This is an optimization exercise on Yosys and OpenROAD, whose aim is small area and a short achievable clock period, not a production implementation.
Only simulation tests tie the RTL to the original design; equivalence was not proved.
Power and IR drop assume default switching activity.

== run A ==
==> flow/design.v <==
`timescale 1ns / 1ps
module RISCV_Processor(
    input  logic        reset,
    input  logic        clk,
    input  logic [31:0] Instruction,
    output logic [31:0] PC_out,
    output logic [31:0] ALU_Output
    );
    logic [31:0] I;
    assign I = Instruction;
    logic b2, b3, b4, b5, b6;
    assign {b6, b5, b4, b3, b2} = I[6:2];
    logic [2:0] f3;
    assign f3 = I[14:12];
    logic is_lui, is_auipc, is_jal, is_jalr, is_br, is_ld, is_st, is_imm, is_op;
    assign is_jal   = b3;
    assign is_jalr  = b6 & b2 & ~b3;
    assign is_br    = b6 & ~b2;
    assign is_ld    = ~b6 & ~b4 & ~b5;
    assign is_st    = ~b6 & ~b4 & b5;
    assign is_lui   = ~b6 & b4 & b5 & b2;
    assign is_auipc = ~b6 & b4 & ~b5 & b2;
    assign is_imm   = ~b6 & b4 & ~b5 & ~b2;
    assign is_op    = ~b6 & b4 & b5 & ~b2;
    logic arith;                      
    assign arith = ~b6 & b4 & ~b2;
    logic [31:0] imm_is;              
    assign imm_is = {{21{I[31]}}, I[30:25], is_st ? I[11:7] : I[24:20]};
    logic [31:0] imm_pc;              
    always_comb begin
        if (b6 & ~b2)      imm_pc = {{20{I[31]}}, I[7], I[30:25], I[11:8], 1'b0};      
        else if (b6)       imm_pc = {{12{I[31]}}, I[19:12], I[20], I[30:21], 1'b0};    
        else               imm_pc = {I[31:12], 12'd0};                                 
    end
    logic [31:0] R [1:31];
    logic [31:1] rv;                  
    logic [31:0] rs1v, rs2v;
    logic [31:1] selA, selB, wen;
    logic [31:0] wd;
    logic        rwrite;
    assign rwrite = ~is_br & ~is_st;
    always_comb begin
        rs1v = 32'd0;
        rs2v = 32'd0;
        for (int i = 1; i < 32; i++) begin
            selA[i] = (I[19:15] == 5'(i)) & rv[i];
            selB[i] = (I[24:20] == 5'(i)) & rv[i];
            wen[i]  = (I[11:7]  == 5'(i)) & rwrite;
            rs1v = rs1v | ({32{selA[i]}} & R[i]);
            rs2v = rs2v | ({32{selB[i]}} & R[i]);
        end
    end
    always_ff @(posedge clk or posedge reset) begin
        if (reset) rv <= '0;
        else       rv <= rv | wen;
    end
    always_ff @(posedge clk) begin
        for (int i = 1; i < 32; i++)
            if (wen[i]) R[i] <= wd;
    end
    logic [31:0] opb;
    assign opb = (is_op | is_br) ? rs2v : imm_is;
    logic sub;
    assign sub = is_br | (arith & ((f3 == 3'b010) | (f3 == 3'b011) | (is_op & I[30] & (f3 == 3'b000))));
    logic [32:0] sum;
    logic [32:0] sum_x;               
    assign sum_x = {rs1v, 1'b1} + {opb ^ {32{sub}}, sub};
    assign sum   = {1'b0, sum_x[32:1]};
    logic ltu, lt, eq;
    assign ltu = (rs1v[31] ^ opb[31]) ? opb[31]  : sum[31];
    assign lt  = (rs1v[31] ^ opb[31]) ? rs1v[31] : sum[31];
    logic [31:0] x_xor;
    assign x_xor = rs1v ^ opb;
    assign eq = ~|x_xor;
    logic [4:0] shamt;
    assign shamt = opb[4:0];
    logic [31:0] sh_in, sr_r, sll_r;
    logic        sh_left;
    assign sh_left = ~f3[2];
    always_comb begin
        for (int k = 0; k < 32; k++) begin
            sh_in[k] = sh_left ? rs1v[31 - k] : rs1v[k];
            sll_r[k] = sr_r[31 - k];
        end
    end
    assign sr_r = 32'($signed({~sh_left & I[30] & rs1v[31], sh_in}) >>> shamt);
    logic [31:0] alu, alu_o;
    logic        sel_sum;
    assign sel_sum = ~arith | (f3 == 3'b000);
    assign alu = sel_sum ? sum[31:0] : alu_o;
    always_comb begin
        case (f3)
            3'b001: alu_o = sll_r;
            3'b010: alu_o = {31'd0, lt};
            3'b011: alu_o = {31'd0, ltu};
            3'b100: alu_o = x_xor;
            3'b101: alu_o = sr_r;
            3'b110: alu_o = rs1v | opb;
            default: alu_o = rs1v & opb;
        endcase
    end
    assign ALU_Output = alu;
    logic [31:1] pc;
    assign PC_out = {pc, 1'b0};
    logic [31:0] pc4, pcimm;
    assign pc4   = PC_out + 32'd4;
    assign pcimm = PC_out + imm_pc;
    logic taken;
    assign taken = (f3[2] ? (f3[1] ? ltu : lt) : eq) ^ f3[0];
    logic [31:1] npc;
    always_comb begin
        if (is_jalr)                      npc = sum[31:1];
        else if (is_jal | (is_br & taken)) npc = pcimm[31:1];
        else                              npc = pc4[31:1];
    end
    always_ff @(posedge clk or posedge reset) begin
        if (reset) pc <= '0;
        else       pc <= npc;
    end
    logic [7:0] M [0:15];
    logic [15:0] mv;
    logic [3:0] a;
    assign a = sum[3:0];
    logic [31:0] wrot;
    always_comb begin
        case (a[1:0])
            2'd0: wrot = rs2v;
            2'd1: wrot = {rs2v[23:0], rs2v[31:24]};
            2'd2: wrot = {rs2v[15:0], rs2v[31:16]};
            default: wrot = {rs2v[7:0], rs2v[31:8]};
        endcase
    end
    logic [15:0] mwen;
    always_comb begin
        for (int j = 0; j < 16; j++) begin
            logic [3:0] d;
            d = 4'(j) - a;
            mwen[j] = is_st & ((d == 4'd0) | ((d == 4'd1) & (f3[1] | f3[0])) | ((d[3:1] == 3'd1) & f3[1]));
        end
    end
    always_ff @(posedge clk or posedge reset) begin
        if (reset) mv <= '0;
        else       mv <= mv | mwen;
    end
    always_ff @(posedge clk) begin
        for (int j = 0; j < 16; j++)
            if (mwen[j]) M[j] <= wrot[8*(j%4) +: 8];
    end
    logic [8:0] E [0:15];
    logic [8:0] bw [0:3];
    logic [8:0] lb [0:3];
    always_comb begin
        for (int j = 0; j < 16; j++) E[j] = {mv[j], M[j]};
        for (int b = 0; b < 4; b++) begin
            logic [1:0] w;
            w = a[3:2] + {1'b0, (2'(b) < a[1:0])};
            case (w)
                2'd0: bw[b] = E[b];
                2'd1: bw[b] = E[4 + b];
                2'd2: bw[b] = E[8 + b];
                default: bw[b] = E[12 + b];
            endcase
        end
        for (int k = 0; k < 4; k++) begin
            case (a[1:0])
                2'd0: lb[k] = bw[k];
                2'd1: lb[k] = bw[(k + 1) % 4];
                2'd2: lb[k] = bw[(k + 2) % 4];
                default: lb[k] = bw[(k + 3) % 4];
            endcase
        end
    end
    logic [7:0] by0, by1, by2, by3;
    assign by0 = lb[0][7:0] & {8{lb[0][8]}};
    assign by1 = lb[1][7:0] & {8{lb[1][8]}};
    assign by2 = lb[2][7:0] & {8{lb[2][8]}};
    assign by3 = lb[3][7:0] & {8{lb[3][8]}};
    logic lsign;
    assign lsign = ~f3[2] & (f3[0] ? by1[7] : by0[7]);
    logic [31:0] ldata;
    assign ldata = {f3[1] ? {by3, by2} : {16{lsign}},
                    (f3[1] | f3[0]) ? by1 : {8{lsign}},
                    by0};
    always_comb begin
        if (is_ld)                  wd = ldata;
        else if (is_lui)            wd = imm_pc;
        else if (is_auipc)          wd = pcimm;
        else if (is_jal | is_jalr)  wd = pc4;
        else                        wd = alu;
    end
endmodule
Settings: LEC_CHECK=0, CAP_MARGIN=20, CORE_MARGIN=2, CORE_UTILIZATION=40, SETUP_SLACK_MARGIN=5, SLEW_MARGIN=20, TNS_END_PERCENT=0; clock period 13.0 ns.
standard.sh (not shown) runs the stock make flow with config.mk's settings and CLKGATE_MAP_FILE= SYNTH_SCRIPT=/design/flow/synth_recipe.tcl, a recipe that flattens the netlist after the stock synthesis.
==> flow/flow/run.sh <==
#!/bin/bash
# Layout flow: the standard ORFS flow (standard.sh) with three changes.
#  1. Synthesis is synth_recipe.tcl unchanged except that its ABC technology-mapping
#     call uses the script flow/area.abc (area-recovering mapping) instead of ORFS's.
#     Registers are mapped before ABC runs, so they are the standard synthesis's.
#  2. Clock tree synthesis uses clkbuf_8 buffers and inserts no dummy loads.
#  3. Ports are buffered with buf_1 cells; timing repair resizes them where needed.
# Each tool's full output goes to the ORFS logs under orfs/logs/, and make's own
# output to flow_make.log, in the folder this runs in.
set -euo pipefail
W=$(pwd)

# synthesis script: an abc wrapper that swaps in our ABC script, then the standard flow's script
{
  cat <<'TCL'
proc abc {args} {
  set i [lsearch -exact $args -script]
  if {$i >= 0} { set args [lreplace $args [expr {$i + 1}] [expr {$i + 1}] $::env(OWN_ABC_SCRIPT)] }
  yosys abc {*}$args
}
TCL
  cat "$W/synth_recipe.tcl"
} > "$W/own_synth.tcl"
export OWN_ABC_SCRIPT="$W/flow/area.abc"

sed -e "s#SYNTH_SCRIPT=[^ ]*#SYNTH_SCRIPT=$W/own_synth.tcl#" "$W/standard.sh" > "$W/own_standard.sh"
grep -q "SYNTH_SCRIPT=$W/own_synth.tcl" "$W/own_standard.sh"

bash "$W/own_standard.sh" \
  "CTS_ARGS=-sink_clustering_enable -repair_clock_nets -buf_list sky130_fd_sc_hd__clkbuf_8 -dont_use_dummy_load" \
  "BUFFER_PORTS_ARGS=-buffer_cell sky130_fd_sc_hd__buf_1" \
  finish > "$W/flow_make.log" 2>&1
test -s "$W/out/final.def"
==> flow/flow/area.abc <==
strash
&get -n
&dch -f
&nf
&put
strash
&get -n
&dch -f
&nf
&put
strash
&get -n
&dch -f
&nf
&put
buffer -c
upsize -c
dnsize -c
Relative to run A, the following input files were edited for run B:
Settings: putting CTS_BUF_LIST at sky130_fd_sc_hd__clkbuf_8 where nothing was set; putting ABC_AREA at 1 where nothing was set.
==> flow/run.sh (new file) <==
#!/bin/bash
# synth_recipe.tcl (not shown) runs the flow's synth.tcl, then flattens the netlist and writes it again
# the make line also repeats each setting of config.mk as NAME=value (left out here)
make -C /OpenROAD-flow-scripts/flow DESIGN_CONFIG=/design/flow/config.mk WORK_HOME=/design/flow/orfs CLKGATE_MAP_FILE= SYNTH_SCRIPT=/design/flow/synth_recipe.tcl finish
removed: flow/flow/run.sh
removed: flow/flow/area.abc
removed: flow/standard.sh
Notes after the runs:
[compare] base=run A new=run B: worst setup slack went up by 710 ps, aggregate routed wire length went up by 36%, register-to-register slack went up by 250 ps.
Delta (run B minus run A): first-pass GRT wire length moved up, power in the clock group moved up, final cycle utilization of the critical path moved down.
Run B vs. run A: number of stages on the worst hold path went up by 1.
The commonest non-fill, non-tap cell in the layout comes out sky130_fd_sc_hd__nand2_1 in one run and sky130_fd_sc_hd__edfxtp_1 in the other, namely in run B and run A respectively.
Modified inputs, run C compared to run B
Settings: a deleted ABC_AREA that had been 1; a deleted CTS_BUF_LIST that had been sky130_fd_sc_hd__clkbuf_8.
==> flow/flow/run.sh (new file) <==
#!/bin/bash
# Layout flow: the standard ORFS flow (standard.sh) with three changes.
#  1. Synthesis is synth_recipe.tcl unchanged except that its ABC technology-mapping
#     call uses the script flow/area.abc (area-recovering mapping) instead of ORFS's.
#     Registers are mapped before ABC runs, so they are the standard synthesis's.
#  2. Clock tree synthesis uses clkbuf_8 buffers, clusters of at most 16 sinks
#     within 60 um, and inserts no dummy loads.
#  3. Ports are buffered with buf_1 cells; timing repair resizes them where needed.
# Each tool's full output goes to the ORFS logs under orfs/logs/, and make's own
# output to flow_make.log, in the folder this runs in.
set -euo pipefail
W=$(pwd)

# synthesis script: an abc wrapper that swaps in our ABC script, then the standard flow's script
{
  cat <<'TCL'
proc abc {args} {
  set i [lsearch -exact $args -script]
  if {$i >= 0} { set args [lreplace $args [expr {$i + 1}] [expr {$i + 1}] $::env(OWN_ABC_SCRIPT)] }
  yosys abc {*}$args
}
TCL
  cat "$W/synth_recipe.tcl"
} > "$W/own_synth.tcl"
export OWN_ABC_SCRIPT="$W/flow/area.abc"

sed -e "s#SYNTH_SCRIPT=[^ ]*#SYNTH_SCRIPT=$W/own_synth.tcl#" "$W/standard.sh" > "$W/own_standard.sh"
grep -q "SYNTH_SCRIPT=$W/own_synth.tcl" "$W/own_standard.sh"

bash "$W/own_standard.sh" \
  "CTS_ARGS=-sink_clustering_enable -repair_clock_nets -buf_list sky130_fd_sc_hd__clkbuf_8 -dont_use_dummy_load -sink_clustering_size 16 -sink_clustering_max_diameter 60" \
  "BUFFER_PORTS_ARGS=-buffer_cell sky130_fd_sc_hd__buf_1" \
  finish > "$W/flow_make.log" 2>&1
test -s "$W/out/final.def"
==> flow/flow/area.abc (new file) <==
strash
&get -n
&dch -f
&nf
&put
strash
&get -n
&dch -f
&nf
&put
strash
&get -n
&dch -f
&nf
&put
buffer -c
upsize -c
dnsize -c
==> flow/standard.sh (new file) <==
#!/bin/bash
# synth_recipe.tcl (not shown) runs the flow's synth.tcl, then flattens the netlist and writes it again
# the make line also repeats each setting of config.mk as NAME=value (left out here)
make -C /OpenROAD-flow-scripts/flow DESIGN_CONFIG=/design/flow/config.mk WORK_HOME=/design/flow/orfs CLKGATE_MAP_FILE= SYNTH_SCRIPT=/design/flow/synth_recipe.tcl "${@:-finish}"
removed: flow/run.sh
==> results.txt <==
Run C against run B: worst hold slack now sits higher, final design utilization now sits lower.
Looking at slowest cell on the critical path, the sky130_fd_sc_hd__nor2_4 result is from run C; the sky130_fd_sc_hd__clkdlybuf4s50_1 one comes from run B.
Run C | stages: all done | timing, DRC, antenna: all pass
Summary of run C over run B: unique cell type count in the Yosys netlist saw an increase, share of synthesized area spent on multiplexers climbed 2.4 points.

[afterwards: timing with drivers on the ports]
No port has a modelled driver above. Below, the same layouts with a new extraction and two added sets of constraints. Step 1 sets driving cells, clkbuf_16 on the clock port and buf_2 on the other inputs (assumed; they add their load-dependent delay and slew). Step 2 adds t to the input delays and takes it off the output delays; t is the mean of the earliest and latest rising clock arrival at the registers after step 1. Input paths then give back, and output paths get back, about the clock's delay inside the block. Slacks: ideal / step 1 / step 2; pairs: ideal / step 1.
run	shift t [ns]	setup slack, ns	hold slack, ns	latest minus earliest clock arrival (ns)	cell pins on the clock port's net
run A	0.972	2.270 / 2.237 / 2.237	0.463 / 0.463 / 0.463	0.174 / 0.175	1
run B	1.087	2.977 / 2.934 / 2.486	0.459 / 0.459 / 0.459	0.095 / 0.095	1
run C	0.946	2.249 / 2.193 / 2.111	0.471 / 0.471 / 0.471	0.166 / 0.166	1
After both steps every run listed still meets setup and hold. For run B, which loses most, drivers alone change the setup slack by -0.043 ns; drivers and shift together by -0.491 ns.
